This design comes from an exercise in tuning for small area, a short achievable clock period and few clock cycles on the open sky130 flow, not from production work.
The RTL was checked by simulation tests, not by an equivalence proof against the original design.

==> flow/design.v (outline; a module is shown in full before it is edited, if it fits) <==
// module conv1_top: 1451 lines
// module csa_fa: 4 lines
// module pp_aoi222: 3 lines
// module csa_xnor2: 3 lines
// module csa_xor2: 3 lines
// module csa_nand2: 3 lines
// module csa_or2: 3 lines
// module csa_ha: 4 lines
module conv1_top #(
    parameter CONV_INPUT_SIZE = 23,
    parameter CONV_OUTPUT_SIZE = 22,
    parameter CONV_OUTPUT_FILTER = 20
)(
    input                     clk,
    input                     rst,
    input                     start,
    output reg         [4: 0] input_addra,
    input  wire signed [15:0] idata,
    output reg  signed [15:0] odata,
    output reg         [4: 0] output_filter,
    output reg         [4: 0] output_addra,
    output reg                done
);
  // ...
==> flow/flow/run.sh <==
#!/bin/bash
# Standard ORFS layout (the standard.sh), with extra ORFS settings from
# flow/make_args.txt (one NAME=value per line): repair_timing is asked for
# extra setup margin so that it sizes the critical paths for a shorter period
# than the clock's, and the port buffers are plain buffers.
set -uo pipefail
HERE="$(cd "$(dirname "$0")" && pwd)"
ARGS=()
while IFS= read -r line; do
    [[ -n "$line" && "$line" != \#* ]] && ARGS+=("$line")
done < "$HERE/make_args.txt"
bash standard.sh synth > synth.log 2>&1 || exit 1
bash standard.sh "${ARGS[@]}" finish > layout.log 2>&1 || exit 1
==> flow/flow/make_args.txt <==
SETUP_SLACK_MARGIN=23.0
BUFFER_PORTS_ARGS=-buffer_cell sky130_fd_sc_hd__buf_2
==> flow/standard.sh <==
#!/bin/bash
# synth_recipe.tcl (not shown) runs the flow's synth.tcl, then flattens the netlist and writes it again
# the make line also repeats each setting of config.mk as NAME=value (left out here)
make -C /OpenROAD-flow-scripts/flow DESIGN_CONFIG=/design/flow/config.mk WORK_HOME=/design/flow/orfs CLKGATE_MAP_FILE= SYNTH_SCRIPT=/design/flow/synth_recipe.tcl "${@:-finish}"
==> flow/config.mk <==
export PLATFORM = sky130hd
export DESIGN_NAME = conv1_top
export DESIGN_NICKNAME = conv1_top
export VERILOG_FILES = /design/flow/design.v
export SDC_FILE = /design/flow/constraint.sdc
export NUM_CORES = 8
export LEC_CHECK = 0
export CAP_MARGIN = 20
export CELL_PAD_IN_SITES_DETAIL_PLACEMENT = 1
export CORE_MARGIN = 2
export CORE_UTILIZATION = 30
export SLEW_MARGIN = 20
export SYNTH_HIERARCHICAL = 1
==> flow/constraint.sdc <==
create_clock -name core_clock -period 30.0 [get_ports {clk}]
set_input_delay 6.0000 -clock core_clock [delete_from_list [all_inputs] [get_ports {clk}]]
set_output_delay 6.0000 -clock core_clock [all_outputs]
set_load 0.01 [all_outputs]
==> out/qor.yml, run 1 <==
outcome: "finished clean"
drt_iter0_drc: 2344
slowest_delay_ps: 410
hold_buffers: 0
yosys_warnings: 7
whs_ps: 479
worstPathCellList: "buf_2"
grt_max_degree: 52
initial_core_util_pct: 30.5
worst_slew_pin_slew_ps: 908
fin_crit_sh_pct: 23.2
multi_input_area_mm2: 0.0114
min_path_type: "register to register"
synth_compound_area_share_pct: 22.1
maxCapViolations: 0
die_area_mm2: 0.0468
vias: 12300
design.seq.count: 95
path_buf_inv: 1
post_cts_resized: 42
final_core_util_pct: 34.7
synth-xor-area-share_pct: 7.38
rsz0062_at_grt: "yes"
synthSimpleGateAreaFrac_pct: 11.8
critPathSlowestCell: "dfxtp_1"
crit_family: "flip-flops"
finalHoldViolations: 0
Testbench counts, summed over its fixed seeds: cycles 21,504.
==> inputs of run 2 (changes only) <==
--- a/flow/design.v
+++ b/flow/design.v
@@ -14,41 +14,28 @@
     output reg         [4: 0] output_addra,
     output reg                done
 );
+    wire hold = rst | ~start;
     reg idir;    
+    wire iturn = idir ? (input_addra == 5'd0) : (input_addra == 5'd22);
+    wire idir_next = idir ^ iturn;
     always @(posedge clk) begin
-        if (rst) begin
+        if (hold) begin
             input_addra <= 5'd0;
             idir <= 1'b0;
-        end else if (start) begin
-            if (!idir) begin
-                if (input_addra == 5'd22) begin
-                    input_addra <= 5'd21;
-                    idir <= 1'b1;
-                end else begin
-                    input_addra <= input_addra + 5'd1;
-                end
-            end else begin
-                if (input_addra == 5'd0) begin
-                    input_addra <= 5'd1;
-                    idir <= 1'b0;
-                end else begin
-                    input_addra <= input_addra - 5'd1;
-                end
-            end
+        end else begin
+            input_addra <= idir_next ? input_addra - 5'd1 : input_addra + 5'd1;
+            idir <= idir_next;
         end
     end
+    wire oturn = output_filter[0] ? (output_addra == 5'd0) : (output_addra == 5'd21);
     always @(posedge clk) begin
-        if (rst) begin
+        if (hold) begin
             output_filter <= 5'd31;
             output_addra <= 5'd5;
-        end else if (start) begin
-            if (!output_filter[0]) begin
-                if (output_addra == 5'd21) output_filter <= output_filter + 5'd1;
-                else output_addra <= output_addra + 5'd1;
-            end else begin
-                if (output_addra == 5'd0) output_filter <= output_filter + 5'd1;
-                else output_addra <= output_addra - 5'd1;
-            end
+        end else if (oturn) begin
+            output_filter <= output_filter + 5'd1;
+        end else begin
+            output_addra <= output_filter[0] ? output_addra - 5'd1 : output_addra + 5'd1;
         end
     end
     always @(posedge clk) begin
@@ -104,9 +91,9 @@
     wire [27:0] kn;
     assign kn[0] = (fidx[1] & ~fidx[2] & fidx[3]) | (~fidx[0] & fidx[1] & ~fidx[3] & ~fidx[4]) | (fidx[0] & ~fidx[1] & ~fidx[3] & ~fidx[4]) | (~fidx[0] & ~fidx[2] & fidx[3]) | (fidx[0] & fidx[1] & fidx[4]) | (fidx[0] & fidx[1] & fidx[3]);
     assign kn[1] = (fidx[0] & ~fidx[2]) | (~fidx[0] & fidx[1] & ~fidx[4]) | (~fidx[1] & fidx[4]) | (~fidx[0] & fidx[2] & fidx[3]);
-    assign kn[2] = (fidx[4]) | (fidx[2] & fidx[3]) | (fidx[0] & ~fidx[1] & fidx[3]) | (~fidx[0] & ~fidx[1] & fidx[2]) | (~fidx[0] & fidx[1] & ~fidx[2] & ~fidx[3]);
-    assign kn[3] = (~fidx[1] & ~fidx[3] & ~fidx[4]) | (fidx[0] & fidx[1] & ~fidx[3]) | (fidx[1] & fidx[2] & fidx[3]) | (~fidx[0] & ~fidx[1] & fidx[4]) | (~fidx[2] & ~fidx[3] & ~fidx[4]);
-    assign kn[4] = (~fidx[0] & ~fidx[2] & fidx[3]) | (~fidx[1] & ~fidx[2] & ~fidx[3] & ~fidx[4]) | (~fidx[0] & fidx[1] & fidx[4]) | (fidx[0] & ~fidx[1] & fidx[2] & ~fidx[3]) | (~fidx[0] & fidx[1] & fidx[2] & ~fidx[3]) | (fidx[0] & ~fidx[2] & ~fidx[3] & ~fidx[4]);
+    assign kn[2] = (fidx[0] & ~fidx[3] & ~fidx[4]) | (fidx[1] & ~fidx[2] & fidx[3]) | (~fidx[0] & ~fidx[1] & ~fidx[2] & ~fidx[4]) | (fidx[1] & fidx[2] & ~fidx[3]);
+    assign kn[3] = (fidx[0] & ~fidx[1]) | (fidx[0] & ~fidx[3] & ~fidx[4]) | (~fidx[0] & fidx[1] & fidx[4]) | (~fidx[1] & fidx[2] & fidx[3]) | (~fidx[1] & ~fidx[2] & ~fidx[3] & ~fidx[4]);
+    assign kn[4] = (~fidx[0] & ~fidx[3]) | (~fidx[0] & fidx[1]) | (fidx[1] & ~fidx[2] & ~fidx[3]) | (~fidx[1] & ~fidx[3] & ~fidx[4]) | (~fidx[0] & ~fidx[2]) | (fidx[1] & fidx[2] & fidx[3]);
     assign kn[5] = (~fidx[1] & fidx[2]) | (fidx[0] & fidx[1] & ~fidx[3]) | (~fidx[1] & fidx[4]) | (~fidx[0] & ~fidx[1] & ~fidx[3]) | (~fidx[0] & fidx[1] & ~fidx[2] & fidx[3]);
     assign kn[6] = (~fidx[0] & ~fidx[2] & ~fidx[3]) | (fidx[0] & ~fidx[2] & fidx[3]) | (fidx[0] & fidx[2] & ~fidx[3]) | (~fidx[1] & fidx[4]) | (~fidx[0] & fidx[1] & fidx[2] & fidx[3]);
     assign kn[7] = (~fidx[0] & ~fidx[1] & ~fidx[4]) | (fidx[1] & fidx[2] & fidx[3]) | (fidx[0] & fidx[2] & ~fidx[3]) | (fidx[0] & fidx[1] & ~fidx[3] & ~fidx[4]);
@@ -120,11 +107,11 @@
     assign kn[15] = (fidx[0] & fidx[3]) | (~fidx[0] & ~fidx[1] & ~fidx[4]) | (fidx[0] & fidx[4]) | (fidx[1] & fidx[2] & ~fidx[3]);
     assign kn[16] = (~fidx[0] & fidx[2] & fidx[3]) | (fidx[0] & ~fidx[1] & fidx[3]) | (~fidx[0] & fidx[1] & fidx[2]) | (fidx[0] & ~fidx[1] & fidx[4]) | (fidx[0] & ~fidx[1] & fidx[2]);
     assign kn[17] = (~fidx[2] & ~fidx[3]) | (fidx[1] & fidx[3]) | (fidx[0] & ~fidx[3]) | (~fidx[0] & ~fidx[2]);
-    assign kn[18] = (fidx[4]) | (fidx[1] & fidx[3]) | (fidx[2] & fidx[3]) | (fidx[0] & ~fidx[1] & ~fidx[2]) | (fidx[0] & fidx[1] & fidx[2]) | (~fidx[0] & fidx[1] & ~fidx[2]) | (~fidx[0] & ~fidx[1] & fidx[2]);
-    assign kn[19] = (fidx[1] & fidx[3]) | (~fidx[1] & fidx[4]) | (fidx[0] & fidx[2] & ~fidx[3]) | (fidx[0] & ~fidx[2] & fidx[3]) | (~fidx[0] & fidx[2] & fidx[3]) | (~fidx[0] & fidx[1] & ~fidx[2] & ~fidx[4]);
-    assign kn[20] = (fidx[0] & fidx[3]) | (fidx[0] & ~fidx[2] & ~fidx[4]) | (~fidx[0] & fidx[1] & ~fidx[2] & ~fidx[3]) | (fidx[0] & fidx[1] & fidx[2]) | (fidx[0] & ~fidx[1] & fidx[4]);
-    assign kn[21] = (~fidx[0] & ~fidx[2]) | (fidx[0] & ~fidx[1] & ~fidx[4]) | (~fidx[0] & fidx[1]) | (~fidx[1] & fidx[3]) | (~fidx[2] & ~fidx[3] & ~fidx[4]);
-    assign kn[22] = (fidx[0] & fidx[1] & fidx[4]) | (~fidx[0] & ~fidx[1] & fidx[2] & ~fidx[3]);
+    assign kn[18] = (~fidx[0] & ~fidx[1] & ~fidx[2] & ~fidx[4]) | (fidx[0] & ~fidx[1] & fidx[2] & ~fidx[3]) | (~fidx[0] & fidx[1] & fidx[2] & ~fidx[3]) | (fidx[0] & fidx[1] & ~fidx[2] & ~fidx[3] & ~fidx[4]);
+    assign kn[19] = (fidx[1] & fidx[4]) | (~fidx[1] & fidx[2] & ~fidx[3]) | (fidx[0] & ~fidx[1] & fidx[2]) | (fidx[0] & ~fidx[1] & ~fidx[3] & ~fidx[4]);
+    assign kn[20] = (~fidx[0] & fidx[4]) | (~fidx[0] & fidx[1] & fidx[3]) | (~fidx[1] & fidx[2] & fidx[3]) | (fidx[0] & ~fidx[2] & ~fidx[3] & ~fidx[4]);
+    assign kn[21] = (fidx[0] & fidx[1] & fidx[4]) | (~fidx[0] & ~fidx[1] & fidx[2] & ~fidx[3]) | (fidx[0] & ~fidx[1] & ~fidx[2] & fidx[3]) | (~fidx[0] & fidx[1] & ~fidx[2] & ~fidx[3] & ~fidx[4]);
+    assign kn[22] = 1'b1;
     assign kn[23] = 1'b1;
     assign kn[24] = 1'b0;
     assign kn[25] = 1'b1;
@@ -538,12 +525,11 @@
     wire m64, m65;
     csa_fa u_m64 (.a(pp8_13), .b(pp9_11), .c(pp10_9), .s(m64), .co(m65));
     wire m66, m67;
-    csa_fa u_m66 (.a(pp1_16), .b(pp2_14), .c(pp3_12), .s(m66), .co(m67));
+    csa_ha u_m66 (.a(pp1_16), .b(pp2_14), .s(m66), .co(m67));
     wire m68, m69;
-    csa_fa u_m68 (.a(pp4_10), .b(pp5_8), .c(pp7_16), .s(m68), .co(m69));
+    csa_fa u_m68 (.a(pp3_12), .b(pp4_10), .c(pp5_8), .s(m68), .co(m69));
     wire m70, m71;
-    csa_xnor2 u_m70 (.a(pp8_14), .b(pp9_12), .y(m70));
-    csa_or2 u_m71 (.a(pp8_14), .b(pp9_12), .y(m71));
+    csa_fa u_m70 (.a(pp7_16), .b(pp8_14), .c(pp9_12), .s(m70), .co(m71));
     wire m72, m73;
     csa_fa u_m72 (.a(pp2_15), .b(pp3_13), .c(pp4_11), .s(m72), .co(m73));
     wire m74, m75;
@@ -568,234 +554,233 @@
     csa_xnor2 u_m90 (.a(pp8_3), .b(pp9_1), .y(m90));
     csa_or2 u_m91 (.a(pp8_3), .b(pp9_1), .y(m91));
     wire m92, m93;
-    csa_fa u_m92 (.a(m0), .b(pp3_2), .c(pp4_0), .s(m92), .co(m93));
+    csa_fa u_m92 (.a(pp3_2), .b(pp4_0), .c(pp6_8), .s(m92), .co(m93));
     wire m94, m95;
-    csa_fa u_m94 (.a(pp6_8), .b(pp7_6), .c(pp8_4), .s(m94), .co(m95));
+    csa_fa u_m94 (.a(pp7_6), .b(pp8_4), .c(pp9_2), .s(m94), .co(m95));
     wire m96, m97;
-    csa_fa u_m96 (.a(pp9_2), .b(pp10_0), .c(kn[8]), .s(m96), .co(m97));
+    csa_fa u_m96 (.a(pp10_0), .b(kn[8]), .c(m0), .s(m96), .co(m97));
     wire m98, m99;
-    csa_fa u_m98 (.a(m2), .b(m4), .c(pp6_9), .s(m98), .co(m99));
+    csa_fa u_m98 (.a(pp6_9), .b(pp7_7), .c(pp8_5), .s(m98), .co(m99));
     wire m100, m101;
-    csa_fa u_m100 (.a(pp7_7), .b(pp8_5), .c(pp9_3), .s(m100), .co(m101));
+    csa_fa u_m100 (.a(pp9_3), .b(pp10_1), .c(kn[9]), .s(m100), .co(m101));
     wire m102, m103;
-    csa_fa u_m102 (.a(pp10_1), .b(kn[9]), .c(m1), .s(m102), .co(m103));
+    csa_fa u_m102 (.a(m4), .b(m1), .c(m2), .s(m102), .co(m103));
     wire m104, m105;
-    csa_fa u_m104 (.a(m6), .b(m8), .c(m10), .s(m104), .co(m105));
+    csa_fa u_m104 (.a(pp9_4), .b(pp10_2), .c(pp11_0), .s(m104), .co(m105));
     wire m106, m107;
-    csa_fa u_m106 (.a(pp9_4), .b(pp10_2), .c(pp11_0), .s(m106), .co(m107));
+    csa_fa u_m106 (.a(kn[10]), .b(m5), .c(m3), .s(m106), .co(m107));
     wire m108, m109;
-    csa_fa u_m108 (.a(kn[10]), .b(m3), .c(m5), .s(m108), .co(m109));
+    csa_fa u_m108 (.a(m6), .b(m8), .c(m10), .s(m108), .co(m109));
     wire m110, m111;
-    csa_fa u_m110 (.a(m12), .b(m14), .c(m16), .s(m110), .co(m111));
+    csa_fa u_m110 (.a(pp11_1), .b(kn[11]), .c(m18), .s(m110), .co(m111));
     wire m112, m113;
-    csa_fa u_m112 (.a(m18), .b(pp11_1), .c(kn[11]), .s(m112), .co(m113));
+    csa_fa u_m112 (.a(m7), .b(m9), .c(m11), .s(m112), .co(m113));
     wire m114, m115;
-    csa_fa u_m114 (.a(m7), .b(m9), .c(m11), .s(m114), .co(m115));
+    csa_fa u_m114 (.a(m12), .b(m14), .c(m16), .s(m114), .co(m115));
     wire m116, m117;
-    csa_fa u_m116 (.a(m20), .b(m22), .c(m24), .s(m116), .co(m117));
+    csa_fa u_m116 (.a(kn[12]), .b(m19), .c(m13), .s(m116), .co(m117));
     wire m118, m119;
-    csa_fa u_m118 (.a(m26), .b(kn[12]), .c(m13), .s(m118), .co(m119));
+    csa_fa u_m118 (.a(m15), .b(m17), .c(m20), .s(m118), .co(m119));
     wire m120, m121;
-    csa_fa u_m120 (.a(m15), .b(m17), .c(m19), .s(m120), .co(m121));
+    csa_fa u_m120 (.a(m22), .b(m24), .c(m26), .s(m120), .co(m121));
     wire m122, m123;
-    csa_fa u_m122 (.a(m28), .b(m30), .c(m32), .s(m122), .co(m123));
+    csa_fa u_m122 (.a(kn[13]), .b(m21), .c(m23), .s(m122), .co(m123));
     wire m124, m125;
-    csa_fa u_m124 (.a(m34), .b(kn[13]), .c(m21), .s(m124), .co(m125));
+    csa_fa u_m124 (.a(m25), .b(m27), .c(m28), .s(m124), .co(m125));
     wire m126, m127;
-    csa_fa u_m126 (.a(m23), .b(m25), .c(m27), .s(m126), .co(m127));
+    csa_fa u_m126 (.a(m30), .b(m32), .c(m34), .s(m126), .co(m127));
     wire m128, m129;
-    csa_fa u_m128 (.a(m36), .b(m38), .c(m40), .s(m128), .co(m129));
+    csa_fa u_m128 (.a(kn[14]), .b(m29), .c(m31), .s(m128), .co(m129));
     wire m130, m131;
-    csa_fa u_m130 (.a(m42), .b(kn[14]), .c(m29), .s(m130), .co(m131));
+    csa_fa u_m130 (.a(m33), .b(m35), .c(m36), .s(m130), .co(m131));
     wire m132, m133;
-    csa_fa u_m132 (.a(m31), .b(m33), .c(m35), .s(m132), .co(m133));
+    csa_fa u_m132 (.a(m38), .b(m40), .c(m42), .s(m132), .co(m133));
     wire m134, m135;
-    csa_fa u_m134 (.a(m44), .b(m46), .c(m48), .s(m134), .co(m135));
+    csa_fa u_m134 (.a(kn[15]), .b(m37), .c(m39), .s(m134), .co(m135));
     wire m136, m137;
-    csa_fa u_m136 (.a(m50), .b(kn[15]), .c(m37), .s(m136), .co(m137));
+    csa_fa u_m136 (.a(m41), .b(m43), .c(m44), .s(m136), .co(m137));
     wire m138, m139;
-    csa_fa u_m138 (.a(m39), .b(m41), .c(m43), .s(m138), .co(m139));
+    csa_fa u_m138 (.a(m46), .b(m48), .c(m50), .s(m138), .co(m139));
     wire m140, m141;
-    csa_fa u_m140 (.a(m52), .b(m54), .c(m56), .s(m140), .co(m141));
+    csa_fa u_m140 (.a(kn[16]), .b(m45), .c(m47), .s(m140), .co(m141));
     wire m142, m143;
-    csa_fa u_m142 (.a(m58), .b(kn[16]), .c(m45), .s(m142), .co(m143));
+    csa_fa u_m142 (.a(m49), .b(m51), .c(m52), .s(m142), .co(m143));
     wire m144, m145;
-    csa_fa u_m144 (.a(m47), .b(m49), .c(m51), .s(m144), .co(m145));
+    csa_fa u_m144 (.a(m54), .b(m56), .c(m58), .s(m144), .co(m145));
     wire m146, m147;
-    csa_fa u_m146 (.a(m60), .b(m62), .c(m64), .s(m146), .co(m147));
+    csa_fa u_m146 (.a(pp11_7), .b(kn[17]), .c(m53), .s(m146), .co(m147));
     wire m148, m149;
-    csa_fa u_m148 (.a(pp11_7), .b(kn[17]), .c(m53), .s(m148), .co(m149));
+    csa_fa u_m148 (.a(m55), .b(m57), .c(m59), .s(m148), .co(m149));
     wire m150, m151;
-    csa_fa u_m150 (.a(m55), .b(m57), .c(m59), .s(m150), .co(m151));
+    csa_fa u_m150 (.a(m60), .b(m62), .c(m64), .s(m150), .co(m151));
     wire m152, m153;
-    csa_fa u_m152 (.a(m66), .b(m68), .c(m70), .s(m152), .co(m153));
+    csa_fa u_m152 (.a(pp10_10), .b(pp11_8), .c(kn[18]), .s(m152), .co(m153));
     wire m154, m155;
-    csa_fa u_m154 (.a(pp10_10), .b(pp11_8), .c(kn[18]), .s(m154), .co(m155));
+    csa_fa u_m154 (.a(m66), .b(m61), .c(m63), .s(m154), .co(m155));
     wire m156, m157;
-    csa_fa u_m156 (.a(m61), .b(m63), .c(m65), .s(m156), .co(m157));
+    csa_fa u_m156 (.a(m65), .b(m68), .c(m70), .s(m156), .co(m157));
     wire m158, m159;
-    csa_fa u_m158 (.a(m72), .b(m74), .c(pp9_13), .s(m158), .co(m159));
+    csa_fa u_m158 (.a(pp9_13), .b(pp10_11), .c(pp11_9), .s(m158), .co(m159));
     wire m160, m161;
-    csa_fa u_m160 (.a(pp10_11), .b(pp11_9), .c(kn[19]), .s(m160), .co(m161));
+    csa_fa u_m160 (.a(kn[19]), .b(m74), .c(m67), .s(m160), .co(m161));
     wire m162, m163;
-    csa_fa u_m162 (.a(m67), .b(m69), .c(m71), .s(m162), .co(m163));
+    csa_fa u_m162 (.a(m69), .b(m71), .c(m72), .s(m162), .co(m163));
     wire m164, m165;
-    csa_fa u_m164 (.a(m76), .b(pp5_10), .c(pp8_16), .s(m164), .co(m165));
+    csa_fa u_m164 (.a(pp5_10), .b(pp8_16), .c(pp9_14), .s(m164), .co(m165));
     wire m166, m167;
-    csa_fa u_m166 (.a(pp9_14), .b(pp10_12), .c(pp11_10), .s(m166), .co(m167));
+    csa_fa u_m166 (.a(pp10_12), .b(pp11_10), .c(kn[20]), .s(m166), .co(m167));
     wire m168, m169;
-    csa_fa u_m168 (.a(kn[20]), .b(m73), .c(m75), .s(m168), .co(m169));
+    csa_fa u_m168 (.a(m75), .b(m73), .c(m76), .s(m168), .co(m169));
     wire m170, m171;
-    csa_fa u_m170 (.a(pp3_15), .b(pp4_13), .c(pp5_11), .s(m170), .co(m171));
+    csa_ha u_m170 (.a(pp3_15), .b(pp4_13), .s(m170), .co(m171));
     wire m172, m173;
-    csa_fa u_m172 (.a(pp9_15), .b(pp10_13), .c(pp11_11), .s(m172), .co(m173));
+    csa_fa u_m172 (.a(pp5_11), .b(pp9_15), .c(pp10_13), .s(m172), .co(m173));
     wire m174, m175;
-    csa_xnor2 u_m174 (.a(kn[21]), .b(m77), .y(m174));
-    csa_or2 u_m175 (.a(kn[21]), .b(m77), .y(m175));
+    csa_fa u_m174 (.a(pp11_11), .b(kn[21]), .c(m77), .s(m174), .co(m175));
     wire m176, m177;
     csa_fa u_m176 (.a(pp3_16), .b(pp4_14), .c(pp5_12), .s(m176), .co(m177));
     wire m178, m179;
-    csa_fa u_m178 (.a(pp9_16), .b(pp10_14), .c(pp11_12), .s(m178), .co(m179));
+    csa_xnor2 u_m178 (.a(pp9_16), .b(pp10_14), .y(m178));
+    csa_or2 u_m179 (.a(pp9_16), .b(pp10_14), .y(m179));
     wire m180, m181;
-    csa_xnor2 u_m180 (.a(pp0_2), .b(pp1_0), .y(m180));
-    csa_or2 u_m181 (.a(pp0_2), .b(pp1_0), .y(m181));
+    csa_ha u_m180 (.a(pp0_2), .b(pp1_0), .s(m180), .co(m181));
     wire m182, m183;
     csa_fa u_m182 (.a(pp0_3), .b(pp1_1), .c(pp6_3), .s(m182), .co(m183));
     wire m184, m185;
-    csa_fa u_m184 (.a(m78), .b(pp2_0), .c(pp6_4), .s(m184), .co(m185));
+    csa_fa u_m184 (.a(pp2_0), .b(pp6_4), .c(pp7_2), .s(m184), .co(m185));
     wire m186, m187;
-    csa_xnor2 u_m186 (.a(pp7_2), .b(pp8_0), .y(m186));
-    csa_or2 u_m187 (.a(pp7_2), .b(pp8_0), .y(m187));
+    csa_xnor2 u_m186 (.a(pp8_0), .b(kn[4]), .y(m186));
+    csa_or2 u_m187 (.a(pp8_0), .b(kn[4]), .y(m187));
     wire m188, m189;
-    csa_fa u_m188 (.a(m80), .b(pp6_5), .c(pp7_3), .s(m188), .co(m189));
+    csa_fa u_m188 (.a(pp6_5), .b(pp7_3), .c(pp8_1), .s(m188), .co(m189));
     wire m190, m191;
-    csa_fa u_m190 (.a(pp8_1), .b(kn[5]), .c(m79), .s(m190), .co(m191));
+    csa_fa u_m190 (.a(kn[5]), .b(m79), .c(m80), .s(m190), .co(m191));
     wire m192, m193;
-    csa_fa u_m192 (.a(m82), .b(m84), .c(pp8_2), .s(m192), .co(m193));
+    csa_fa u_m192 (.a(pp8_2), .b(pp9_0), .c(kn[6]), .s(m192), .co(m193));
     wire m194, m195;
-    csa_fa u_m194 (.a(pp9_0), .b(kn[6]), .c(m81), .s(m194), .co(m195));
+    csa_fa u_m194 (.a(m81), .b(m82), .c(m84), .s(m194), .co(m195));
     wire m196, m197;
-    csa_fa u_m196 (.a(m86), .b(m88), .c(m90), .s(m196), .co(m197));
+    csa_fa u_m196 (.a(kn[7]), .b(m90), .c(m83), .s(m196), .co(m197));
     wire m198, m199;
-    csa_fa u_m198 (.a(kn[7]), .b(m83), .c(m85), .s(m198), .co(m199));
+    csa_fa u_m198 (.a(m85), .b(m86), .c(m88), .s(m198), .co(m199));
     wire m200, m201;
-    csa_fa u_m200 (.a(m92), .b(m94), .c(m96), .s(m200), .co(m201));
+    csa_fa u_m200 (.a(m91), .b(m87), .c(m89), .s(m200), .co(m201));
     wire m202, m203;
-    csa_fa u_m202 (.a(m87), .b(m89), .c(m91), .s(m202), .co(m203));
+    csa_fa u_m202 (.a(m92), .b(m94), .c(m96), .s(m202), .co(m203));
     wire m204, m205;
-    csa_fa u_m204 (.a(m98), .b(m100), .c(m102), .s(m204), .co(m205));
+    csa_fa u_m204 (.a(m93), .b(m95), .c(m98), .s(m204), .co(m205));
     wire m206, m207;
-    csa_fa u_m206 (.a(m93), .b(m95), .c(m97), .s(m206), .co(m207));
+    csa_fa u_m206 (.a(m100), .b(m97), .c(m102), .s(m206), .co(m207));
     wire m208, m209;
-    csa_fa u_m208 (.a(m104), .b(m106), .c(m108), .s(m208), .co(m209));
+    csa_fa u_m208 (.a(m99), .b(m101), .c(m104), .s(m208), .co(m209));
     wire m210, m211;
-    csa_fa u_m210 (.a(m99), .b(m101), .c(m103), .s(m210), .co(m211));
+    csa_fa u_m210 (.a(m106), .b(m103), .c(m108), .s(m210), .co(m211));
     wire m212, m213;
-    csa_fa u_m212 (.a(m110), .b(m112), .c(m114), .s(m212), .co(m213));
+    csa_fa u_m212 (.a(m105), .b(m110), .c(m107), .s(m212), .co(m213));
     wire m214, m215;
-    csa_fa u_m214 (.a(m105), .b(m107), .c(m109), .s(m214), .co(m215));
+    csa_fa u_m214 (.a(m112), .b(m109), .c(m114), .s(m214), .co(m215));
     wire m216, m217;
-    csa_fa u_m216 (.a(m116), .b(m118), .c(m120), .s(m216), .co(m217));
+    csa_fa u_m216 (.a(m111), .b(m113), .c(m116), .s(m216), .co(m217));
     wire m218, m219;
-    csa_fa u_m218 (.a(m111), .b(m113), .c(m115), .s(m218), .co(m219));
+    csa_fa u_m218 (.a(m115), .b(m118), .c(m120), .s(m218), .co(m219));
     wire m220, m221;
-    csa_fa u_m220 (.a(m122), .b(m124), .c(m126), .s(m220), .co(m221));
+    csa_fa u_m220 (.a(m117), .b(m122), .c(m119), .s(m220), .co(m221));
     wire m222, m223;
-    csa_fa u_m222 (.a(m117), .b(m119), .c(m121), .s(m222), .co(m223));
+    csa_fa u_m222 (.a(m121), .b(m124), .c(m126), .s(m222), .co(m223));
     wire m224, m225;
-    csa_fa u_m224 (.a(m128), .b(m130), .c(m132), .s(m224), .co(m225));
+    csa_fa u_m224 (.a(m123), .b(m128), .c(m125), .s(m224), .co(m225));
     wire m226, m227;
-    csa_fa u_m226 (.a(m123), .b(m125), .c(m127), .s(m226), .co(m227));
+    csa_fa u_m226 (.a(m127), .b(m130), .c(m132), .s(m226), .co(m227));
     wire m228, m229;
-    csa_fa u_m228 (.a(m134), .b(m136), .c(m138), .s(m228), .co(m229));
+    csa_fa u_m228 (.a(m129), .b(m134), .c(m131), .s(m228), .co(m229));
     wire m230, m231;
-    csa_fa u_m230 (.a(m129), .b(m131), .c(m133), .s(m230), .co(m231));
+    csa_fa u_m230 (.a(m133), .b(m136), .c(m138), .s(m230), .co(m231));
     wire m232, m233;
-    csa_fa u_m232 (.a(m140), .b(m142), .c(m144), .s(m232), .co(m233));
+    csa_fa u_m232 (.a(m135), .b(m140), .c(m137), .s(m232), .co(m233));
     wire m234, m235;
-    csa_fa u_m234 (.a(m135), .b(m137), .c(m139), .s(m234), .co(m235));
+    csa_fa u_m234 (.a(m139), .b(m142), .c(m144), .s(m234), .co(m235));
     wire m236, m237;
-    csa_fa u_m236 (.a(m146), .b(m148), .c(m150), .s(m236), .co(m237));
+    csa_fa u_m236 (.a(m141), .b(m146), .c(m148), .s(m236), .co(m237));
     wire m238, m239;
-    csa_fa u_m238 (.a(m141), .b(m143), .c(m145), .s(m238), .co(m239));
+    csa_fa u_m238 (.a(m143), .b(m145), .c(m150), .s(m238), .co(m239));
     wire m240, m241;
-    csa_fa u_m240 (.a(m152), .b(m154), .c(m156), .s(m240), .co(m241));
+    csa_fa u_m240 (.a(m152), .b(m147), .c(m149), .s(m240), .co(m241));
     wire m242, m243;
-    csa_fa u_m242 (.a(m147), .b(m149), .c(m151), .s(m242), .co(m243));
+    csa_fa u_m242 (.a(m154), .b(m151), .c(m156), .s(m242), .co(m243));
     wire m244, m245;
-    csa_fa u_m244 (.a(m158), .b(m160), .c(m162), .s(m244), .co(m245));
+    csa_fa u_m244 (.a(m153), .b(m158), .c(m160), .s(m244), .co(m245));
     wire m246, m247;
-    csa_fa u_m246 (.a(m153), .b(m155), .c(m157), .s(m246), .co(m247));
+    csa_fa u_m246 (.a(m155), .b(m157), .c(m162), .s(m246), .co(m247));
     wire m248, m249;
-    csa_fa u_m248 (.a(m164), .b(m166), .c(m168), .s(m248), .co(m249));
+    csa_fa u_m248 (.a(m159), .b(m164), .c(m166), .s(m248), .co(m249));
     wire m250, m251;
-    csa_fa u_m250 (.a(m159), .b(m161), .c(m163), .s(m250), .co(m251));
+    csa_fa u_m250 (.a(m161), .b(m163), .c(m168), .s(m250), .co(m251));
     wire m252, m253;
-    csa_fa u_m252 (.a(m170), .b(m172), .c(m174), .s(m252), .co(m253));
+    csa_fa u_m252 (.a(m170), .b(m165), .c(m167), .s(m252), .co(m253));
     wire m254, m255;
-    csa_fa u_m254 (.a(m165), .b(m167), .c(m169), .s(m254), .co(m255));
+    csa_fa u_m254 (.a(m172), .b(m174), .c(m169), .s(m254), .co(m255));
     wire m256, m257;
-    csa_fa u_m256 (.a(m176), .b(m178), .c(kn[22]), .s(m256), .co(m257));
+    csa_fa u_m256 (.a(pp11_12), .b(m178), .c(m171), .s(m256), .co(m257));
     wire m258, m259;
-    csa_fa u_m258 (.a(m171), .b(m173), .c(m175), .s(m258), .co(m259));
+    csa_fa u_m258 (.a(m173), .b(m176), .c(m175), .s(m258), .co(m259));
     wire m260, m261;
     csa_fa u_m260 (.a(pp4_15), .b(pp5_13), .c(pp10_15), .s(m260), .co(m261));
     wire m262, m263;
-    csa_fa u_m262 (.a(pp11_13), .b(m177), .c(m179), .s(m262), .co(m263));
+    csa_fa u_m262 (.a(pp11_13), .b(m179), .c(m177), .s(m262), .co(m263));
     wire m264, m265;
     csa_ha u_m264 (.a(pp4_16), .b(pp5_14), .s(m264), .co(m265));
     wire m266, m267;
     csa_xnor2 u_m266 (.a(pp10_16), .b(pp11_14), .y(m266));
     csa_or2 u_m267 (.a(pp10_16), .b(pp11_14), .y(m267));
     wire m268, m269;
-    csa_xnor2 u_m268 (.a(m180), .b(pp6_2), .y(m268));
-    csa_or2 u_m269 (.a(m180), .b(pp6_2), .y(m269));
+    csa_xnor2 u_m268 (.a(pp6_2), .b(pp7_0), .y(m268));
+    csa_or2 u_m269 (.a(pp6_2), .b(pp7_0), .y(m269));
     wire m270, m271;
-    csa_fa u_m270 (.a(m182), .b(pp7_1), .c(kn[3]), .s(m270), .co(m271));
+    csa_fa u_m270 (.a(pp7_1), .b(kn[3]), .c(m181), .s(m270), .co(m271));
     wire m272, m273;
-    csa_fa u_m272 (.a(m184), .b(m186), .c(kn[4]), .s(m272), .co(m273));
+    csa_fa u_m272 (.a(m186), .b(m78), .c(m183), .s(m272), .co(m273));
     wire m274, m275;
-    csa_fa u_m274 (.a(m188), .b(m190), .c(m185), .s(m274), .co(m275));
+    csa_fa u_m274 (.a(m187), .b(m185), .c(m188), .s(m274), .co(m275));
     wire m276, m277;
-    csa_fa u_m276 (.a(m192), .b(m194), .c(m189), .s(m276), .co(m277));
+    csa_fa u_m276 (.a(m189), .b(m192), .c(m191), .s(m276), .co(m277));
     wire m278, m279;
-    csa_fa u_m278 (.a(m196), .b(m198), .c(m193), .s(m278), .co(m279));
+    csa_fa u_m278 (.a(m193), .b(m196), .c(m195), .s(m278), .co(m279));
     wire m280, m281;
-    csa_fa u_m280 (.a(m200), .b(m202), .c(m197), .s(m280), .co(m281));
+    csa_fa u_m280 (.a(m197), .b(m200), .c(m199), .s(m280), .co(m281));
     wire m282, m283;
-    csa_fa u_m282 (.a(m204), .b(m206), .c(m201), .s(m282), .co(m283));
+    csa_fa u_m282 (.a(m201), .b(m204), .c(m203), .s(m282), .co(m283));
     wire m284, m285;
-    csa_fa u_m284 (.a(m208), .b(m210), .c(m205), .s(m284), .co(m285));
+    csa_fa u_m284 (.a(m205), .b(m208), .c(m207), .s(m284), .co(m285));
     wire m286, m287;
-    csa_fa u_m286 (.a(m212), .b(m214), .c(m209), .s(m286), .co(m287));
+    csa_fa u_m286 (.a(m209), .b(m212), .c(m211), .s(m286), .co(m287));
     wire m288, m289;
-    csa_fa u_m288 (.a(m216), .b(m218), .c(m213), .s(m288), .co(m289));
+    csa_fa u_m288 (.a(m213), .b(m216), .c(m215), .s(m288), .co(m289));
     wire m290, m291;
-    csa_fa u_m290 (.a(m220), .b(m222), .c(m217), .s(m290), .co(m291));
+    csa_fa u_m290 (.a(m217), .b(m220), .c(m219), .s(m290), .co(m291));
     wire m292, m293;
-    csa_fa u_m292 (.a(m224), .b(m226), .c(m221), .s(m292), .co(m293));
+    csa_fa u_m292 (.a(m221), .b(m224), .c(m223), .s(m292), .co(m293));
     wire m294, m295;
-    csa_fa u_m294 (.a(m228), .b(m230), .c(m225), .s(m294), .co(m295));
+    csa_fa u_m294 (.a(m225), .b(m228), .c(m227), .s(m294), .co(m295));
     wire m296, m297;
-    csa_fa u_m296 (.a(m232), .b(m234), .c(m229), .s(m296), .co(m297));
+    csa_fa u_m296 (.a(m229), .b(m232), .c(m231), .s(m296), .co(m297));
     wire m298, m299;
-    csa_fa u_m298 (.a(m236), .b(m238), .c(m233), .s(m298), .co(m299));
+    csa_fa u_m298 (.a(m233), .b(m236), .c(m235), .s(m298), .co(m299));
     wire m300, m301;
-    csa_fa u_m300 (.a(m240), .b(m242), .c(m237), .s(m300), .co(m301));
+    csa_fa u_m300 (.a(m240), .b(m237), .c(m239), .s(m300), .co(m301));
     wire m302, m303;
-    csa_fa u_m302 (.a(m244), .b(m246), .c(m241), .s(m302), .co(m303));
+    csa_fa u_m302 (.a(m241), .b(m244), .c(m243), .s(m302), .co(m303));
     wire m304, m305;
-    csa_fa u_m304 (.a(m248), .b(m250), .c(m245), .s(m304), .co(m305));
+    csa_fa u_m304 (.a(m248), .b(m245), .c(m247), .s(m304), .co(m305));
     wire m306, m307;
-    csa_fa u_m306 (.a(m252), .b(m254), .c(m249), .s(m306), .co(m307));
+    csa_fa u_m306 (.a(m252), .b(m249), .c(m254), .s(m306), .co(m307));
     wire m308, m309;
-    csa_fa u_m308 (.a(m256), .b(m258), .c(m253), .s(m308), .co(m309));
+    csa_fa u_m308 (.a(m256), .b(m253), .c(m258), .s(m308), .co(m309));
     wire m310, m311;
-    csa_fa u_m310 (.a(m260), .b(m262), .c(m257), .s(m310), .co(m311));
+    csa_fa u_m310 (.a(m260), .b(m257), .c(m262), .s(m310), .co(m311));
     wire m312, m313;
-    csa_fa u_m312 (.a(m264), .b(m266), .c(m261), .s(m312), .co(m313));
+    csa_fa u_m312 (.a(m266), .b(m264), .c(m261), .s(m312), .co(m313));
     wire m314, m315;
-    csa_fa u_m314 (.a(pp5_15), .b(pp11_15), .c(m265), .s(m314), .co(m315));
+    csa_fa u_m314 (.a(pp5_15), .b(pp11_15), .c(m267), .s(m314), .co(m315));
     wire m316 = ~pp5_16;
     wire m317, m318;
     csa_xnor2 u_m317 (.a(pp0_0), .b(pp6_0), .y(m317));
@@ -803,55 +788,55 @@
     wire m319, m320;
     csa_fa u_m319 (.a(pp0_1), .b(pp6_1), .c(kn[1]), .s(m319), .co(m320));
     wire m321, m322;
-    csa_fa u_m321 (.a(m268), .b(pp7_0), .c(kn[2]), .s(m321), .co(m322));
+    csa_fa u_m321 (.a(kn[2]), .b(m268), .c(m180), .s(m321), .co(m322));
     wire m323, m324;
-    csa_fa u_m323 (.a(m270), .b(m181), .c(m269), .s(m323), .co(m324));
+    csa_fa u_m323 (.a(m269), .b(m182), .c(m270), .s(m323), .co(m324));
     wire m325, m326;
-    csa_fa u_m325 (.a(m272), .b(m183), .c(m271), .s(m325), .co(m326));
+    csa_fa u_m325 (.a(m184), .b(m271), .c(m272), .s(m325), .co(m326));
     wire m327, m328;
-    csa_fa u_m327 (.a(m274), .b(m187), .c(m273), .s(m327), .co(m328));
+    csa_fa u_m327 (.a(m273), .b(m274), .c(m190), .s(m327), .co(m328));
     wire m329, m330;
-    csa_fa u_m329 (.a(m276), .b(m191), .c(m275), .s(m329), .co(m330));
+    csa_fa u_m329 (.a(m275), .b(m194), .c(m276), .s(m329), .co(m330));
     wire m331, m332;
-    csa_fa u_m331 (.a(m278), .b(m195), .c(m277), .s(m331), .co(m332));
+    csa_fa u_m331 (.a(m198), .b(m277), .c(m278), .s(m331), .co(m332));
     wire m333, m334;
-    csa_fa u_m333 (.a(m280), .b(m199), .c(m279), .s(m333), .co(m334));
+    csa_fa u_m333 (.a(m279), .b(m280), .c(m202), .s(m333), .co(m334));
     wire m335, m336;
-    csa_fa u_m335 (.a(m282), .b(m203), .c(m281), .s(m335), .co(m336));
+    csa_fa u_m335 (.a(m281), .b(m206), .c(m282), .s(m335), .co(m336));
     wire m337, m338;
-    csa_fa u_m337 (.a(m284), .b(m207), .c(m283), .s(m337), .co(m338));
+    csa_fa u_m337 (.a(m210), .b(m283), .c(m284), .s(m337), .co(m338));
     wire m339, m340;
-    csa_fa u_m339 (.a(m286), .b(m211), .c(m285), .s(m339), .co(m340));
+    csa_fa u_m339 (.a(m214), .b(m285), .c(m286), .s(m339), .co(m340));
     wire m341, m342;
-    csa_fa u_m341 (.a(m288), .b(m215), .c(m287), .s(m341), .co(m342));
+    csa_fa u_m341 (.a(m218), .b(m287), .c(m288), .s(m341), .co(m342));
     wire m343, m344;
-    csa_fa u_m343 (.a(m290), .b(m219), .c(m289), .s(m343), .co(m344));
+    csa_fa u_m343 (.a(m222), .b(m289), .c(m290), .s(m343), .co(m344));
     wire m345, m346;
-    csa_fa u_m345 (.a(m292), .b(m223), .c(m291), .s(m345), .co(m346));
+    csa_fa u_m345 (.a(m226), .b(m291), .c(m292), .s(m345), .co(m346));
     wire m347, m348;
-    csa_fa u_m347 (.a(m294), .b(m227), .c(m293), .s(m347), .co(m348));
+    csa_fa u_m347 (.a(m230), .b(m293), .c(m294), .s(m347), .co(m348));
     wire m349, m350;
-    csa_fa u_m349 (.a(m296), .b(m231), .c(m295), .s(m349), .co(m350));
+    csa_fa u_m349 (.a(m234), .b(m295), .c(m296), .s(m349), .co(m350));
     wire m351, m352;
-    csa_fa u_m351 (.a(m298), .b(m235), .c(m297), .s(m351), .co(m352));
+    csa_fa u_m351 (.a(m238), .b(m297), .c(m298), .s(m351), .co(m352));
     wire m353, m354;
-    csa_fa u_m353 (.a(m300), .b(m239), .c(m299), .s(m353), .co(m354));
+    csa_fa u_m353 (.a(m242), .b(m299), .c(m300), .s(m353), .co(m354));
     wire m355, m356;
-    csa_fa u_m355 (.a(m302), .b(m243), .c(m301), .s(m355), .co(m356));
+    csa_fa u_m355 (.a(m246), .b(m301), .c(m302), .s(m355), .co(m356));
     wire m357, m358;
-    csa_fa u_m357 (.a(m304), .b(m247), .c(m303), .s(m357), .co(m358));
+    csa_fa u_m357 (.a(m250), .b(m303), .c(m304), .s(m357), .co(m358));
     wire m359, m360;
-    csa_fa u_m359 (.a(m306), .b(m251), .c(m305), .s(m359), .co(m360));
+    csa_fa u_m359 (.a(m251), .b(m305), .c(m306), .s(m359), .co(m360));
     wire m361, m362;
-    csa_fa u_m361 (.a(m308), .b(m255), .c(m307), .s(m361), .co(m362));
+    csa_fa u_m361 (.a(m255), .b(m307), .c(m308), .s(m361), .co(m362));
     wire m363, m364;
-    csa_fa u_m363 (.a(m310), .b(m259), .c(m309), .s(m363), .co(m364));
+    csa_fa u_m363 (.a(m259), .b(m310), .c(m309), .s(m363), .co(m364));
     wire m365, m366;
-    csa_fa u_m365 (.a(m312), .b(m263), .c(m311), .s(m365), .co(m366));
+    csa_fa u_m365 (.a(m263), .b(m312), .c(m311), .s(m365), .co(m366));
     wire m367, m368;
-    csa_fa u_m367 (.a(m314), .b(m267), .c(m313), .s(m367), .co(m368));
+    csa_fa u_m367 (.a(m265), .b(m314), .c(m313), .s(m367), .co(m368));
     wire m369, m370;
-    csa_fa u_m369 (.a(m316), .b(pp11_16), .c(m315), .s(m369), .co(m370));
+    csa_fa u_m369 (.a(pp11_16), .b(m316), .c(m315), .s(m369), .co(m370));
     wire [27:0] ma_p, ma_gn;
     csa_xor2 u_ma_p0 (.a(m317), .b(kn[0]), .y(ma_p[0]));
     csa_nand2 u_ma_g0 (.a(m317), .b(kn[0]), .y(ma_gn[0]));
@@ -1072,8 +1057,7 @@
     end
     wire [23:0] sr = ~srn;
     wire d0, d1;
-    csa_xnor2 u_d0 (.a(sr[19]), .b(sr[15]), .y(d0));
-    csa_or2 u_d1 (.a(sr[19]), .b(sr[15]), .y(d1));
+    csa_ha u_d0 (.a(sr[19]), .b(sr[15]), .s(d0), .co(d1));
     wire d2, d3;
     csa_fa u_d2 (.a(sr[20]), .b(sr[16]), .c(srn[13]), .s(d2), .co(d3));
     wire d4, d5;
@@ -1112,60 +1096,60 @@
     wire d36 = ~srn[22];
     wire d37 = ~srn[23];
     wire d38, d39;
-    csa_fa u_d38 (.a(d0), .b(srn[12]), .c(srn[10]), .s(d38), .co(d39));
+    csa_fa u_d38 (.a(srn[12]), .b(srn[10]), .c(srn[7]), .s(d38), .co(d39));
     wire d40, d41;
-    csa_fa u_d40 (.a(d2), .b(srn[11]), .c(srn[8]), .s(d40), .co(d41));
+    csa_fa u_d40 (.a(srn[11]), .b(srn[8]), .c(sr[4]), .s(d40), .co(d41));
     wire d42, d43;
-    csa_xnor2 u_d42 (.a(sr[4]), .b(srn[2]), .y(d42));
-    csa_or2 u_d43 (.a(sr[4]), .b(srn[2]), .y(d43));
+    csa_xnor2 u_d42 (.a(srn[2]), .b(d1), .y(d42));
+    csa_or2 u_d43 (.a(srn[2]), .b(d1), .y(d43));
     wire d44, d45;
-    csa_fa u_d44 (.a(d4), .b(srn[12]), .c(srn[9]), .s(d44), .co(d45));
+    csa_fa u_d44 (.a(srn[12]), .b(srn[9]), .c(sr[5]), .s(d44), .co(d45));
     wire d46, d47;
-    csa_fa u_d46 (.a(sr[5]), .b(srn[3]), .c(d3), .s(d46), .co(d47));
+    csa_fa u_d46 (.a(srn[3]), .b(d3), .c(d4), .s(d46), .co(d47));
     wire d48, d49;
-    csa_fa u_d48 (.a(d6), .b(d8), .c(srn[10]), .s(d48), .co(d49));
+    csa_fa u_d48 (.a(srn[10]), .b(sr[6]), .c(srn[4]), .s(d48), .co(d49));
     wire d50, d51;
-    csa_fa u_d50 (.a(sr[6]), .b(srn[4]), .c(d5), .s(d50), .co(d51));
+    csa_fa u_d50 (.a(d8), .b(d6), .c(d5), .s(d50), .co(d51));
     wire d52, d53;
-    csa_fa u_d52 (.a(d10), .b(d12), .c(srn[5]), .s(d52), .co(d53));
+    csa_fa u_d52 (.a(srn[5]), .b(srn[0]), .c(d9), .s(d52), .co(d53));
     wire d54, d55;
-    csa_fa u_d54 (.a(srn[0]), .b(d7), .c(d9), .s(d54), .co(d55));
+    csa_fa u_d54 (.a(d7), .b(d10), .c(d12), .s(d54), .co(d55));
     wire d56, d57;
-    csa_fa u_d56 (.a(d14), .b(d16), .c(srn[6]), .s(d56), .co(d57));
+    csa_fa u_d56 (.a(srn[6]), .b(srn[1]), .c(d14), .s(d56), .co(d57));
     wire d58, d59;
-    csa_fa u_d58 (.a(srn[1]), .b(d11), .c(d13), .s(d58), .co(d59));
+    csa_fa u_d58 (.a(d11), .b(d13), .c(d16), .s(d58), .co(d59));
     wire d60, d61;
-    csa_fa u_d60 (.a(d18), .b(d20), .c(srn[7]), .s(d60), .co(d61));
+    csa_fa u_d60 (.a(srn[7]), .b(srn[2]), .c(d15), .s(d60), .co(d61));
     wire d62, d63;
-    csa_fa u_d62 (.a(srn[2]), .b(d15), .c(d17), .s(d62), .co(d63));
+    csa_fa u_d62 (.a(d18), .b(d17), .c(d20), .s(d62), .co(d63));
     wire d64, d65;
-    csa_fa u_d64 (.a(d22), .b(d24), .c(srn[8]), .s(d64), .co(d65));
+    csa_fa u_d64 (.a(srn[8]), .b(srn[3]), .c(d19), .s(d64), .co(d65));
     wire d66, d67;
-    csa_fa u_d66 (.a(srn[3]), .b(d19), .c(d21), .s(d66), .co(d67));
+    csa_fa u_d66 (.a(d22), .b(d21), .c(d24), .s(d66), .co(d67));
     wire d68, d69;
-    csa_fa u_d68 (.a(d26), .b(d28), .c(srn[9]), .s(d68), .co(d69));
+    csa_fa u_d68 (.a(srn[9]), .b(srn[4]), .c(d23), .s(d68), .co(d69));
     wire d70, d71;
-    csa_fa u_d70 (.a(srn[4]), .b(d23), .c(d25), .s(d70), .co(d71));
+    csa_fa u_d70 (.a(d26), .b(d25), .c(d28), .s(d70), .co(d71));
     wire d72, d73;
-    csa_fa u_d72 (.a(d30), .b(sr[12]), .c(srn[10]), .s(d72), .co(d73));
+    csa_fa u_d72 (.a(sr[12]), .b(srn[10]), .c(srn[5]), .s(d72), .co(d73));
     wire d74, d75;
-    csa_fa u_d74 (.a(srn[5]), .b(d27), .c(d29), .s(d74), .co(d75));
+    csa_fa u_d74 (.a(d27), .b(d29), .c(d30), .s(d74), .co(d75));
     wire d76, d77;
-    csa_fa u_d76 (.a(d32), .b(srn[17]), .c(sr[13]), .s(d76), .co(d77));
+    csa_fa u_d76 (.a(srn[17]), .b(sr[13]), .c(srn[11]), .s(d76), .co(d77));
     wire d78, d79;
-    csa_fa u_d78 (.a(srn[11]), .b(srn[6]), .c(d31), .s(d78), .co(d79));
+    csa_fa u_d78 (.a(srn[6]), .b(d32), .c(d31), .s(d78), .co(d79));
     wire d80, d81;
-    csa_fa u_d80 (.a(d34), .b(srn[18]), .c(sr[14]), .s(d80), .co(d81));
+    csa_fa u_d80 (.a(srn[18]), .b(sr[14]), .c(srn[12]), .s(d80), .co(d81));
     wire d82, d83;
-    csa_fa u_d82 (.a(srn[12]), .b(srn[7]), .c(d33), .s(d82), .co(d83));
+    csa_fa u_d82 (.a(srn[7]), .b(d33), .c(d34), .s(d82), .co(d83));
     wire d84, d85;
-    csa_fa u_d84 (.a(d36), .b(srn[19]), .c(sr[15]), .s(d84), .co(d85));
+    csa_fa u_d84 (.a(srn[19]), .b(sr[15]), .c(srn[13]), .s(d84), .co(d85));
     wire d86, d87;
-    csa_fa u_d86 (.a(srn[13]), .b(srn[8]), .c(d35), .s(d86), .co(d87));
+    csa_fa u_d86 (.a(srn[8]), .b(d36), .c(d35), .s(d86), .co(d87));
     wire d88, d89;
-    csa_fa u_d88 (.a(d37), .b(srn[20]), .c(sr[16]), .s(d88), .co(d89));
+    csa_fa u_d88 (.a(srn[20]), .b(sr[16]), .c(srn[14]), .s(d88), .co(d89));
     wire d90, d91;
-    csa_fa u_d90 (.a(srn[14]), .b(srn[9]), .c(srn[22]), .s(d90), .co(d91));
+    csa_fa u_d90 (.a(srn[9]), .b(srn[22]), .c(d37), .s(d90), .co(d91));
     wire d92, d93;
     csa_ha u_d92 (.a(srn[21]), .b(sr[17]), .s(d92), .co(d93));
     wire d94, d95;
@@ -1186,107 +1170,107 @@
     wire d107 = ~sr[22];
     wire d108 = ~sr[23];
     wire d109, d110;
-    csa_xnor2 u_d109 (.a(d38), .b(srn[7]), .y(d109));
-    csa_or2 u_d110 (.a(d38), .b(srn[7]), .y(d110));
+    csa_xnor2 u_d109 (.a(sr[3]), .b(srn[1]), .y(d109));
+    csa_or2 u_d110 (.a(sr[3]), .b(srn[1]), .y(d110));
     wire d111, d112;
-    csa_fa u_d111 (.a(d40), .b(d42), .c(d1), .s(d111), .co(d112));
+    csa_fa u_d111 (.a(d39), .b(d40), .c(d2), .s(d111), .co(d112));
     wire d113, d114;
-    csa_fa u_d113 (.a(d44), .b(d46), .c(d41), .s(d113), .co(d114));
+    csa_fa u_d113 (.a(d41), .b(d44), .c(d43), .s(d113), .co(d114));
     wire d115, d116;
-    csa_fa u_d115 (.a(d48), .b(d50), .c(d45), .s(d115), .co(d116));
+    csa_fa u_d115 (.a(d45), .b(d48), .c(d50), .s(d115), .co(d116));
     wire d117, d118;
-    csa_fa u_d117 (.a(d52), .b(d54), .c(d49), .s(d117), .co(d118));
+    csa_fa u_d117 (.a(d49), .b(d52), .c(d51), .s(d117), .co(d118));
     wire d119, d120;
-    csa_fa u_d119 (.a(d56), .b(d58), .c(d53), .s(d119), .co(d120));
+    csa_fa u_d119 (.a(d53), .b(d56), .c(d55), .s(d119), .co(d120));
     wire d121, d122;
-    csa_fa u_d121 (.a(d60), .b(d62), .c(d57), .s(d121), .co(d122));
+    csa_fa u_d121 (.a(d57), .b(d60), .c(d59), .s(d121), .co(d122));
     wire d123, d124;
-    csa_fa u_d123 (.a(d64), .b(d66), .c(d61), .s(d123), .co(d124));
+    csa_fa u_d123 (.a(d61), .b(d64), .c(d63), .s(d123), .co(d124));
     wire d125, d126;
-    csa_fa u_d125 (.a(d68), .b(d70), .c(d65), .s(d125), .co(d126));
+    csa_fa u_d125 (.a(d65), .b(d68), .c(d67), .s(d125), .co(d126));
     wire d127, d128;
-    csa_fa u_d127 (.a(d72), .b(d74), .c(d69), .s(d127), .co(d128));
+    csa_fa u_d127 (.a(d72), .b(d69), .c(d71), .s(d127), .co(d128));
     wire d129, d130;
-    csa_fa u_d129 (.a(d76), .b(d78), .c(d73), .s(d129), .co(d130));
+    csa_fa u_d129 (.a(d73), .b(d76), .c(d78), .s(d129), .co(d130));
     wire d131, d132;
-    csa_fa u_d131 (.a(d80), .b(d82), .c(d77), .s(d131), .co(d132));
+    csa_fa u_d131 (.a(d77), .b(d80), .c(d79), .s(d131), .co(d132));
     wire d133, d134;
-    csa_fa u_d133 (.a(d84), .b(d86), .c(d81), .s(d133), .co(d134));
+    csa_fa u_d133 (.a(d81), .b(d84), .c(d83), .s(d133), .co(d134));
     wire d135, d136;
-    csa_fa u_d135 (.a(d88), .b(d90), .c(d85), .s(d135), .co(d136));
+    csa_fa u_d135 (.a(d85), .b(d88), .c(d90), .s(d135), .co(d136));
     wire d137, d138;
-    csa_fa u_d137 (.a(d92), .b(d94), .c(d89), .s(d137), .co(d138));
+    csa_fa u_d137 (.a(d92), .b(d89), .c(d94), .s(d137), .co(d138));
     wire d139, d140;
-    csa_fa u_d139 (.a(d96), .b(d98), .c(d93), .s(d139), .co(d140));
+    csa_fa u_d139 (.a(d98), .b(d93), .c(d96), .s(d139), .co(d140));
     wire d141, d142;
-    csa_fa u_d141 (.a(d100), .b(d102), .c(d97), .s(d141), .co(d142));
+    csa_fa u_d141 (.a(d99), .b(d102), .c(d97), .s(d141), .co(d142));
     wire d143, d144;
-    csa_fa u_d143 (.a(d104), .b(srn[13]), .c(d101), .s(d143), .co(d144));
+    csa_fa u_d143 (.a(srn[13]), .b(d103), .c(d101), .s(d143), .co(d144));
     wire d145, d146;
-    csa_fa u_d145 (.a(d106), .b(srn[19]), .c(srn[14]), .s(d145), .co(d146));
+    csa_fa u_d145 (.a(srn[19]), .b(srn[14]), .c(d106), .s(d145), .co(d146));
     wire d147, d148;
-    csa_fa u_d147 (.a(d107), .b(srn[20]), .c(srn[15]), .s(d147), .co(d148));
+    csa_fa u_d147 (.a(srn[20]), .b(srn[15]), .c(sr[21]), .s(d147), .co(d148));
     wire d149, d150;
-    csa_fa u_d149 (.a(d108), .b(srn[21]), .c(srn[16]), .s(d149), .co(d150));
+    csa_fa u_d149 (.a(srn[21]), .b(srn[16]), .c(sr[22]), .s(d149), .co(d150));
     wire d151, d152;
     csa_xnor2 u_d151 (.a(srn[22]), .b(srn[17]), .y(d151));
     csa_or2 u_d152 (.a(srn[22]), .b(srn[17]), .y(d152));
     wire d153 = ~srn[23];
     wire d154, d155;
-    csa_xnor2 u_d154 (.a(d109), .b(sr[3]), .y(d154));
-    csa_or2 u_d155 (.a(d109), .b(sr[3]), .y(d155));
+    csa_xnor2 u_d154 (.a(d109), .b(d0), .y(d154));
+    csa_or2 u_d155 (.a(d109), .b(d0), .y(d155));
     wire d156, d157;
-    csa_fa u_d156 (.a(d111), .b(d39), .c(d110), .s(d156), .co(d157));
+    csa_fa u_d156 (.a(d110), .b(d42), .c(d111), .s(d156), .co(d157));
     wire d158, d159;
-    csa_fa u_d158 (.a(d113), .b(d43), .c(d112), .s(d158), .co(d159));
+    csa_fa u_d158 (.a(d112), .b(d46), .c(d113), .s(d158), .co(d159));
     wire d160, d161;
-    csa_fa u_d160 (.a(d115), .b(d47), .c(d114), .s(d160), .co(d161));
+    csa_fa u_d160 (.a(d47), .b(d114), .c(d115), .s(d160), .co(d161));
     wire d162, d163;
-    csa_fa u_d162 (.a(d117), .b(d51), .c(d116), .s(d162), .co(d163));
+    csa_fa u_d162 (.a(d54), .b(d117), .c(d116), .s(d162), .co(d163));
     wire d164, d165;
-    csa_fa u_d164 (.a(d119), .b(d55), .c(d118), .s(d164), .co(d165));
+    csa_fa u_d164 (.a(d58), .b(d118), .c(d119), .s(d164), .co(d165));
     wire d166, d167;
-    csa_fa u_d166 (.a(d121), .b(d59), .c(d120), .s(d166), .co(d167));
+    csa_fa u_d166 (.a(d62), .b(d120), .c(d121), .s(d166), .co(d167));
     wire d168, d169;
-    csa_fa u_d168 (.a(d123), .b(d63), .c(d122), .s(d168), .co(d169));
+    csa_fa u_d168 (.a(d66), .b(d122), .c(d123), .s(d168), .co(d169));
     wire d170, d171;
-    csa_fa u_d170 (.a(d125), .b(d67), .c(d124), .s(d170), .co(d171));
+    csa_fa u_d170 (.a(d70), .b(d124), .c(d125), .s(d170), .co(d171));
     wire d172, d173;
-    csa_fa u_d172 (.a(d127), .b(d71), .c(d126), .s(d172), .co(d173));
+    csa_fa u_d172 (.a(d74), .b(d126), .c(d127), .s(d172), .co(d173));
     wire d174, d175;
-    csa_fa u_d174 (.a(d129), .b(d75), .c(d128), .s(d174), .co(d175));
+    csa_fa u_d174 (.a(d75), .b(d128), .c(d129), .s(d174), .co(d175));
     wire d176, d177;
-    csa_fa u_d176 (.a(d131), .b(d79), .c(d130), .s(d176), .co(d177));
+    csa_fa u_d176 (.a(d82), .b(d131), .c(d130), .s(d176), .co(d177));
     wire d178, d179;
-    csa_fa u_d178 (.a(d133), .b(d83), .c(d132), .s(d178), .co(d179));
+    csa_fa u_d178 (.a(d86), .b(d132), .c(d133), .s(d178), .co(d179));
     wire d180, d181;
-    csa_fa u_d180 (.a(d135), .b(d87), .c(d134), .s(d180), .co(d181));
+    csa_fa u_d180 (.a(d87), .b(d135), .c(d134), .s(d180), .co(d181));
     wire d182, d183;
-    csa_fa u_d182 (.a(d137), .b(d91), .c(d136), .s(d182), .co(d183));
+    csa_fa u_d182 (.a(d91), .b(d137), .c(d136), .s(d182), .co(d183));
     wire d184, d185;
-    csa_fa u_d184 (.a(d139), .b(d95), .c(d138), .s(d184), .co(d185));
+    csa_fa u_d184 (.a(d95), .b(d139), .c(d138), .s(d184), .co(d185));
     wire d186, d187;
-    csa_fa u_d186 (.a(d141), .b(d99), .c(d140), .s(d186), .co(d187));
+    csa_fa u_d186 (.a(d100), .b(d140), .c(d141), .s(d186), .co(d187));
     wire d188, d189;
-    csa_fa u_d188 (.a(d143), .b(d103), .c(d142), .s(d188), .co(d189));
+    csa_fa u_d188 (.a(d104), .b(d142), .c(d143), .s(d188), .co(d189));
     wire d190, d191;
-    csa_fa u_d190 (.a(d145), .b(d105), .c(d144), .s(d190), .co(d191));
+    csa_fa u_d190 (.a(d105), .b(d145), .c(d144), .s(d190), .co(d191));
     wire d192, d193;
-    csa_fa u_d192 (.a(d147), .b(sr[21]), .c(d146), .s(d192), .co(d193));
+    csa_fa u_d192 (.a(d107), .b(d147), .c(d146), .s(d192), .co(d193));
     wire d194, d195;
-    csa_fa u_d194 (.a(d149), .b(sr[22]), .c(d148), .s(d194), .co(d195));
+    csa_fa u_d194 (.a(d108), .b(d148), .c(d149), .s(d194), .co(d195));
     wire d196, d197;
-    csa_fa u_d196 (.a(d151), .b(sr[23]), .c(d150), .s(d196), .co(d197));
+    csa_fa u_d196 (.a(sr[23]), .b(d151), .c(d150), .s(d196), .co(d197));
     wire d198, d199;
-    csa_fa u_d198 (.a(d153), .b(srn[18]), .c(d152), .s(d198), .co(d199));
+    csa_fa u_d198 (.a(srn[18]), .b(d153), .c(d152), .s(d198), .co(d199));
     wire d200, d201;
     csa_ha u_d200 (.a(srn[19]), .b(srn[23]), .s(d200), .co(d201));
     wire d202 = ~srn[20];
     wire d203 = ~srn[21];
     wire d204 = ~srn[22];
     wire [26:0] da_p, da_gn;
-    csa_xor2 u_da_p0 (.a(d154), .b(srn[1]), .y(da_p[0]));
-    csa_nand2 u_da_g0 (.a(d154), .b(srn[1]), .y(da_gn[0]));
+    csa_xor2 u_da_p0 (.a(d154), .b(d38), .y(da_p[0]));
+    csa_nand2 u_da_g0 (.a(d154), .b(d38), .y(da_gn[0]));
     csa_xor2 u_da_p1 (.a(d156), .b(d155), .y(da_p[1]));
     csa_nand2 u_da_g1 (.a(d156), .b(d155), .y(da_gn[1]));
     csa_xor2 u_da_p2 (.a(d158), .b(d157), .y(da_p[2]));
==> run 2 against run 1 <==
Net effect: synthesized area shrank 1.5%; non-clock buffer count shrank 21; global-route usage shrank 0.54 points; synthesized cell count shrank 2.4%; via count shrank 3.1%; largest cell class unchanged; register-to-register slack gained 220 ps; die area shrank 1.5%; worst setup slack gained 9.2 ps.
==> out/qor.yml, run 2 <==
outcome: "finished clean"  # unchanged
mostFrequentLayoutCell: "fa_1"  # unchanged
crit_family: "flip-flops"  # unchanged
htreeDepth: 3  # unchanged
crit_type: "register to output pin"  # unchanged
grt_max_degree: 57  # was 52
gp_congestion: 0.958  # was 0.907
synth_fa_ha_area_share_pct: 41.4  # was 40.3%
syn_nets: 1661  # was 1,689
clk_pin_slew_worst_paths_ps: 80  # about the same
die_h_um: 215  # was 216 µm
period_needed_ps: 6950  # was 6960 ps
synth-xor-area-share_pct: 7.43  # was 7.38%
dp_hpwl_um: 36800  # was 37,100 µm
drt_pass1_iterations: 11  # was 13
io_buffers: 50  # unchanged
yosys_warnings: 7  # unchanged
final_cell_mix: "fa_1 (251), nand2_1 (140), a222oi_1 (135), inv_1 (88), nor2_1 (79)"  # was fa_1 (251), a222oi_1 (135), nand2_1 (131), inv_1 (90), nor2_1 (85)
synthSimpleGateAreaFrac_pct: 11.7  # was 11.8%
via_per_inst: 5.94  # was 5.97
diodes: 0  # unchanged
synthArstFlopShare_pct: 0  # unchanged
min_path_type: "register to register"  # unchanged
startpoint_type: "register"  # unchanged
worstPathCellList: "buf_2"  # unchanged
cts_root_buf: "clkbuf_16"  # unchanged
synth_area_leaders: "fa_1 (38%), dfxtp_1 (14%), a222oi_1 (10%)"  # was fa_1 (37%), dfxtp_1 (14%), a222oi_1 (10%)
yosysMostFrequentCell: "fa_1"  # unchanged
hold_depth: 1  # was 2
synth_compound_area_share_pct: 21.0  # was 22.1%
path_buf_inv: 1  # unchanged
synth_edf_count: 0  # unchanged
crit_arrival_ps: 950  # was 960 ps
fp.dieW_um: 215  # was 216 µm
cp-end-kind: "output pin"  # unchanged
ys_types: 61  # was 64
ys_seq_elements: 95  # unchanged
place_ws_ps: 22580  # was 21,990 ps
routed_wl_um: 47300  # was 49,400 µm
synth.top_cell.area_share_pct: 37.7  # was 37.1%
final_antenna_net_count: 0  # unchanged
synth_top_family_by_area: "adder cells"  # unchanged
synth_cells: 1352  # was 1,385
rsz0062_at_grt: "yes"  # unchanged
largest-register: "srn"  # unchanged
slowest_delay_ps: 400  # was 410 ps
clock_sinks: 95  # unchanged
largest_register_ffs: 24  # unchanged
worst_slew_pin_slew_ps: 1040  # was 908 ps
syn_to_final_growth_pct: 11.6  # was 13.8%
drt_iter0_drc: 2243  # was 2,344
synth_ff_type: "dfxtp_1"  # unchanged
worstPathRequired_ps: 24000  # about the same
drive_above_1_share_pct: 10.4  # was 12.7%
grt_pass1_wl_um: 74200  # was 76,800 µm
fp.coreArea_mm2: 0.0440  # was 0.0444 mm²
die_area_mm2: 0.0461  # was 0.0468 mm²
io_pins: 51  # unchanged
initial_core_util_pct: 30.3  # was 30.5%
vias: 11900  # was 12,300
maxCapViolations: 0  # unchanged
cp_num_cells: 1  # unchanged
critPathSlowestCell: "dfxtp_2"  # was dfxtp_1
fin_crit_sh_pct: 23.2  # about the same
tns_ps: 0  # unchanged
antenna_found_initial: 0  # unchanged
finalHoldViolations: 0  # unchanged
==> run 2: cell count changes in the layout (fill, tap and decap cells not counted), sizes merged, moves of 5 or more <==
cell    before  now
a211oi       8    3
nand2      135  145
nor2        91   83
a22oi       21   15
buf         96   75
ha          34   39
==> run 2: routing by layer <==
| metal | global-route usage (%) | vias up | wire length, µm |
|---|---|---|---|
| li1 | - | 5024 | - |
| met1 | 25.1 | 6017 | 17700 |
| met2 | 34.4 | 709 | 22800 |
| met3 | 5.24 | 122 | 4860 |
| met4 | 9.68 | 0 | 1970 |
| met5 | 0 | - | 0 |
==> run 2: cells by family after synthesis <==
kind of cell,Yosys count
compound gates,375
mux,7
buf+inv,129
fa+ha+maj,290
xor+xnor,113
simple gates,343
flops,95
==> run 2: modules after synthesis (local to each module, per instance) <==
module	copies in the design	flops+latches	cell area [µm²]
conv1_top	1	95	5840
csa_fa	249	0	20.0
csa_ha	17	0	12.5
pp_aoi222	135	0	10.0
csa_xnor2	17	0	8.76
csa_xor2	55	0	8.76
csa_or2	17	0	6.26
csa_nand2	53	0	3.75
==> run 2: final cells by class <==
class	instances	area [µm²]
clock inverters	7	114
clock buffers	9	225
inverters	93	355
repair buffers	76	455
fillers	5051	29200
flip-flops and latches	95	1940
well taps	592	741
multi-input cells	1128	11000
==> run 2: repair_timing <==
action,CTS,global route
pin swaps,0,4
gates resized for setup,19,32
setup endpoints to repair,20,18
setup buffers,1,3
hold buffers,0,0
==> run 2: path summary, 6_finish.rpt <==
check	start	end	slack, ps
worst min-delay path	input_addra[0]	input_addra[0]	480
worst min register to register	input_addra[0]	input_addra[0]	480
worst max-delay path	input_addra[1]	input_addra[1]	23050
worst max register to register	fidx[2]	spos	23370
==> run 2: through the flow <==
step                      hold WS, ps  area [µm²]  cells  utilization, %
after global routing              507       14900   2000            33.8
after CTS                         484       14700   1997            33.5
final                             476       14900   2000            33.8
after global placement            457       14400   1979            32.6
after detailed placement          496       14400   1980            32.6
after floorplan                   384       13300   1352               -
Testbench counts of run 2, summed over its fixed seeds: cycles 21,504.

## afterwards: timing with drivers on the ports
In the flow no input, the clock included, has a driving cell. The finished layouts below were timed again as built, in two steps.
Step 1: set_driving_cell puts a clkbuf_16 on clk and a buf_2 on each other input, an assumption about the parent block.
Step 2 also shifts input and output timing later by t, the mid clock arrival at the registers, as if the neighbouring blocks saw the same clock.
Three values: ideal, step 1, step 2; two values: the first two.
| run | shift t [ns] | slack for setup (ns) | clock arrival spread, ns |
|---|---|---|---|
| run 1 | 0.437 | 23.038 / 22.989 / 22.815 | 0.015 / 0.014 |
| run 2 | 0.447 | 23.047 / 22.992 / 23.094 | 0.014 / 0.013 |
After both steps setup and hold are still met in every run listed. For run 1, which loses most, drivers alone change the setup slack by -0.049 ns; drivers and shift together by -0.223 ns.
